This design comes from an exercise in tuning for small area and a short achievable clock period on the open sky130 flow, not from production work.
In this exercise RTL edits were held to simulation tests only and were not proved equivalent to the original.
Power is estimated from default activity; no workload was simulated.

02-20:
==> flow/design.v <==
module QPU_V(
  input clk,reset,RDY,
  input [15:0]IR,
  input IRQ1,IRQ2,
  input [7:0] A_result,
  input A_vin,A_cin,
  input [7:0] M_Din,
  input I1,I2,I3,I4,
  output [11:0] pc_out,
  output [9:0]  W_AddrO,
  output [7:0]  W_DoutO,
  output [9:0]  M_AddrO,
  output M_WEO,M_IO,
  output A_adc_sbc,A_cout,
  output [7:0] Op1,Op2,
  output [7:0] ST,OPS,RA,RF,RSP
);
reg        s1;
reg [6:0]  OP_TYPE;
reg        IOMode,MWE0,MWEO,OP_ADC_SBC,LAB7;
reg [3:0]  LWx;
reg [11:0] pc;
reg [9:0]  SP,RX,RY,WAddr;
reg [7:0]  Acc,Flags;
reg [7:0]  OP1R,OP2R;
reg        F1,F2;
reg [2:0]  COP_TYPE,IR_TYPE;
reg [7:0]  WSEL;
wire [2:0] IR_CMD = IR[14:12];
wire [3:0] IR_REG = IR[11:8];
wire [3:0] IR_REGB= IR[3:0];
wire [3:0] PK_REG = (IR_REG >4'b1001)? 4'b1000:IR_REG;
wire [3:0] PK_REGB= (IR_REGB>4'b1001)? 4'b1000:IR_REGB;
wire [7:0] OP_INC = OP1R+8'd1;
wire [7:0] WD_REST = ({8{WSEL[0]}} & (OP1R & OP2R))
                   | ({8{WSEL[1]}} & (OP1R | OP2R))
                   | ({8{WSEL[2]}} & (OP1R ^ OP2R))
                   | ({8{WSEL[4]}} & {Flags[0],OP1R[7:1]})
                   | ({8{WSEL[5]}} & OP_INC)
                   | ({8{WSEL[6]}} & OP2R)
                   | ({8{WSEL[7]}} & Acc);
wire [7:0] WD;
QPU_V_wdsel u_wdsel(.a(A_result), .s(WSEL[3]), .rest(WD_REST), .y(WD));
wire C_NEXT = WSEL[3] ? A_cin : WSEL[4] ? OP1R[0] : Flags[0];
wire [9:0] PBASE = ~s1 ? SP : (IR_TYPE==3'b110) ? RX : (IR_TYPE==3'b111) ? RY : SP;
wire [9:0] PDIFF = PBASE - {{2{IR[7]}},IR[7:0]};
wire dec = ~s1 & ~IR[15];
wire OP_PSH_POP = (IR_TYPE[1:0]==2'b01) & ~LAB7 & COP_TYPE[2] & COP_TYPE[1];
reg [6:0]  n_OP_TYPE;
always @*
begin
    case (IR_CMD)
    3'b000: n_OP_TYPE=7'b0000001;
    3'b001: n_OP_TYPE=7'b0000010;
    3'b010: n_OP_TYPE=7'b0000100;
    3'b011: n_OP_TYPE=7'b0001000;
    3'b100: n_OP_TYPE=7'b0010000;
    3'b101: n_OP_TYPE=7'b0001000;
    3'b110: n_OP_TYPE=7'b0100000;
    default: n_OP_TYPE=7'b1000000;
    endcase
end
wire eq1  = (LWx==PK_REG);
wire eq2  = (LWx==PK_REGB);
wire r1f  = (IR_REG==4'b1001);
wire r1a  = IR_REG[3] | (IR_CMD>=3'b110);
wire r2   = (IR_REG[3:1]==3'b101);
wire r2f  = (IR_REGB==4'b1001);
wire r2a  = IR_REGB[3];
wire f1 = dec ? (~eq1 & ~r1f & ~r1a) : F1;
wire f2 = dec ? (r2 & ~eq2 & ~r2f & ~r2a) : F2;
wire [4:0] s_op1 = {~dec & ~F1,
                    dec & ~eq1 & ~r1f & r1a,
                    dec & ~eq1 & r1f,
                    dec & eq1,
                    f1};
wire [5:0] s_op2 = {~dec & ~F2,
                    dec & ~r2,
                    dec & r2 & ~eq2 & ~r2f & r2a,
                    dec & r2 & ~eq2 & r2f,
                    dec & r2 & eq2,
                    f2};
wire [7:0] n_OP1R, n_OP2R;
QPU_V_ao5 u_op1(.s(s_op1), .d0(M_Din), .d1(WD), .d2(Flags), .d3(Acc), .d4(OP1R), .y(n_OP1R));
QPU_V_ao6 u_op2(.s(s_op2), .d0(M_Din), .d1(WD), .d2(Flags), .d3(Acc), .d4(IR[7:0]), .d5(OP2R), .y(n_OP2R));
wire mem = (IR_REG>=4'b1100);
wire ext = (IR_CMD==3'b100) & (IR_REG>4'b1000);
wire       n_s1  = ~reset & dec & (mem | ext);
wire [6:0] n_OPT = reset ? 7'd0 : s1 ? OP_TYPE : IR[15] ? 7'd0 : n_OP_TYPE;
wire [7:0] n_WSEL = n_s1 ? 8'b10000000 :
                    {~|n_OPT[5:0], n_OPT[5], n_OPT[4]&IR[7], n_OPT[4]&~IR[7], n_OPT[3:0]};
always @(posedge clk)
begin
    LAB7<=IR[7];
    IR_TYPE<=IR[10:8];
    OP_ADC_SBC<=~IR[14];
    COP_TYPE<=IR[14:12];
    F1<=f1;
    F2<=f2;
    OP1R<= n_OP1R;
    OP2R<= n_OP2R;
    s1<=n_s1;
    OP_TYPE<=n_OPT;
    WSEL<=n_WSEL;
    if (reset)
    begin
        IOMode<=1'b0;
        MWE0<=1'b0;
        MWEO<=1'b0;
        LWx<=4'b1111;
        pc<=12'd0;
        SP<=10'h100;
        RX<=10'd0;
        RY<=10'd0;
        Flags<=8'd0;
        Acc<=8'hA5;
    end
    else if (~s1)
    begin
        if (~IR[15])
        begin
            if (mem)
            begin
                case (IR[9:8])
                2'b00: WAddr<={2'd0,IR[7:0]};
                2'b01: WAddr<=PDIFF;
                2'b10: WAddr<=RX;
                2'b11: WAddr<=RY;
                endcase
                IOMode<=(IR[7:6]==2'b00);
                MWE0<=1'b0;
                MWEO<=(IR_CMD==3'b111);
                LWx<=4'b1000;
            end
            else
            begin
                WAddr<={6'd0,PK_REG};
                IOMode<=1'b0;
                MWE0<=~ext;
                MWEO<=~ext;
                if (~ext) pc<=pc+12'd1;
                LWx<=PK_REG;
            end
            if (MWE0)
            begin
                if (LWx==4'b1001)
                    Flags<=WD;
                else
                begin
                    if (LWx>=4'b1000)
                        Acc<=WD;
                    Flags[0]<=C_NEXT;
                    Flags[1]<=(WD==8'd0);
                    if (n_OP_TYPE[3])
                        Flags[2]<=A_vin;
                    Flags[3]<=WD[7];
                end
            end
        end
        else
        begin
            LWx<=4'b1110;
            MWE0<=1'b0;
            MWEO<=1'b0;
            pc<=pc+12'd1;
        end
    end
    else
    begin
        if (COP_TYPE==3'b100)
        begin
            if (IR_TYPE[2:1]==2'b01)
                SP<={M_Din[1:0],Acc};
            else if (IR_TYPE==3'b101)
                SP<=PDIFF;
            else if (IR_TYPE==3'b110)
                RX<=PDIFF;
            else if (IR_TYPE==3'b111)
                RY<=PDIFF;
            LWx<=4'b1110;
            MWE0<=1'b0;
            MWEO<=1'b0;
        end
        else if (COP_TYPE<3'b110)
        begin
            WAddr<=10'd8;
            LWx<=4'b1000;
            MWE0<=1'b1;
            MWEO<=1'b1;
        end
        else
        begin
            if (COP_TYPE==3'b110)
                Acc<=M_Din;
            LWx<=4'b1110;
            MWE0<=1'b0;
            MWEO<=1'b0;
        end
        if (OP_PSH_POP)
        begin
            if (COP_TYPE[0])
                SP<=WAddr;
            else
                SP<=SP+10'd1;
        end
        IOMode<=1'b0;
        pc<=pc+12'd1;
    end
end
assign pc_out=pc;
assign W_AddrO=WAddr;
QPU_V_maddr u_maddr(.s1(s1), .wa(WAddr), .ra(IR[11:8]), .rb(IR[3:0]), .y(M_AddrO));
assign W_DoutO=WD;
assign M_WEO=MWEO;
assign M_IO=IOMode;
assign A_adc_sbc=OP_ADC_SBC;
assign A_cout=Flags[0];
assign Op1=OP1R;
assign Op2=OP2R;
assign ST={LWx,F2,COP_TYPE};
assign OPS={1'b0,OP_TYPE};
assign RA=Acc;
assign RF=Flags;
assign RSP=SP[7:0];
endmodule
module QPU_V_wdsel(input [7:0] a, input s, input [7:0] rest, output [7:0] y);
assign y = ({8{s}} & a) | rest;
endmodule
module QPU_V_maddr(input s1, input [9:0] wa, input [3:0] ra, input [3:0] rb, output [9:0] y);
wire [3:0] pa = (ra>4'b1001) ? 4'b1000 : ra;
wire [3:0] pb = (rb>4'b1001) ? 4'b1000 : rb;
assign y = s1 ? wa : {6'd0, ra[3] ? pb : pa};
endmodule
module QPU_V_ao5(input [4:0] s, input [7:0] d0, d1, d2, d3, d4, output [7:0] y);
assign y = ({8{s[0]}} & d0) | ({8{s[1]}} & d1) | ({8{s[2]}} & d2) | ({8{s[3]}} & d3) | ({8{s[4]}} & d4);
endmodule
module QPU_V_ao6(input [5:0] s, input [7:0] d0, d1, d2, d3, d4, d5, output [7:0] y);
assign y = ({8{s[0]}} & d0) | ({8{s[1]}} & d1) | ({8{s[2]}} & d2) | ({8{s[3]}} & d3) | ({8{s[4]}} & d4) | ({8{s[5]}} & d5);
endmodule
export LEC_CHECK = 0
export CAP_MARGIN = 20
export CORE_MARGIN = 2
export CORE_UTILIZATION = 40
export SETUP_SLACK_MARGIN = 2.6
export SLEW_MARGIN = 20
export SYNTH_HIERARCHICAL = 1
export SYNTH_MINIMUM_KEEP_SIZE = 0
export TNS_END_PERCENT = 0
create_clock -name core_clock -period 6.0 [get_ports {clk}]
standard.sh (not shown) runs the stock make flow with config.mk's settings and CLKGATE_MAP_FILE= SYNTH_SCRIPT=/design/flow/synth_recipe.tcl, a recipe that flattens the netlist after the stock synthesis.
==> flow/flow/run.sh <==
#!/bin/bash
# Standard ORFS layout (the standard.sh, unchanged synthesis), with the
# port buffers made as sky130_fd_sc_hd__buf_1 instead of the resizer's pick,
# and a clock tree of clkbuf_8 without dummy loads.
set -euo pipefail
cd "$(dirname "$0")/.."
bash standard.sh "BUFFER_PORTS_ARGS=-buffer_cell sky130_fd_sc_hd__buf_1" \
  "CTS_ARGS=-sink_clustering_enable -repair_clock_nets -dont_use_dummy_load -buf_list sky130_fd_sc_hd__clkbuf_8 -root_buf sky130_fd_sc_hd__clkbuf_8" \
  finish > flow_make.log 2>&1
For 02-24, these inputs were changed with respect to 02-20:
- a change of SETUP_SLACK_MARGIN from 2.6 to 3.0
--- outcome ---
02-24 closes out successfully: all stages finished, all timing, DRC and antenna checks passed. The worst stage delay on the critical path reported for 02-24 is smaller than that of 02-20 by 0.30 ns. Against 02-20, 02-24 reports a number of buffer and inverter instances along the worst setup path that is higher. Number of antenna violations at the first check in global routing | 02-24 above 02-20. 02-24 against 02-20: total power went up, clock slew seen by the registers of the worst setup and hold paths went up, total via count in the routed design went up.

==> re-timing with driven ports <==
The flow's constraints put no driver on any port. The routed layouts listed below were extracted and timed again, unchanged, in two steps.
Step 1: set_driving_cell puts a clkbuf_16 on clk and a buf_2 on each other input, an assumption about the parent block.
Step 2 moves the port delays by t, midway between the first and last clock arrival at a register: inputs arrive t later, outputs are due t later. That takes back most of the time a late clock gives input paths.
a / b / c = ideal / step 1 / step 2; a / b = the first two.
run | t (ns) | slack for setup (ns) | clock arrival spread, ns
02-20 | 0.480 | 2.559 / 2.520 / 2.123 | 0.029 / 0.030
02-24 | 0.485 | 2.822 / 2.775 / 2.494 | 0.033 / 0.033
After both steps every run listed still meets setup and hold. The setup slack of 02-20, which loses most, moves by -0.039 ns with the drivers and by -0.436 ns with both steps.
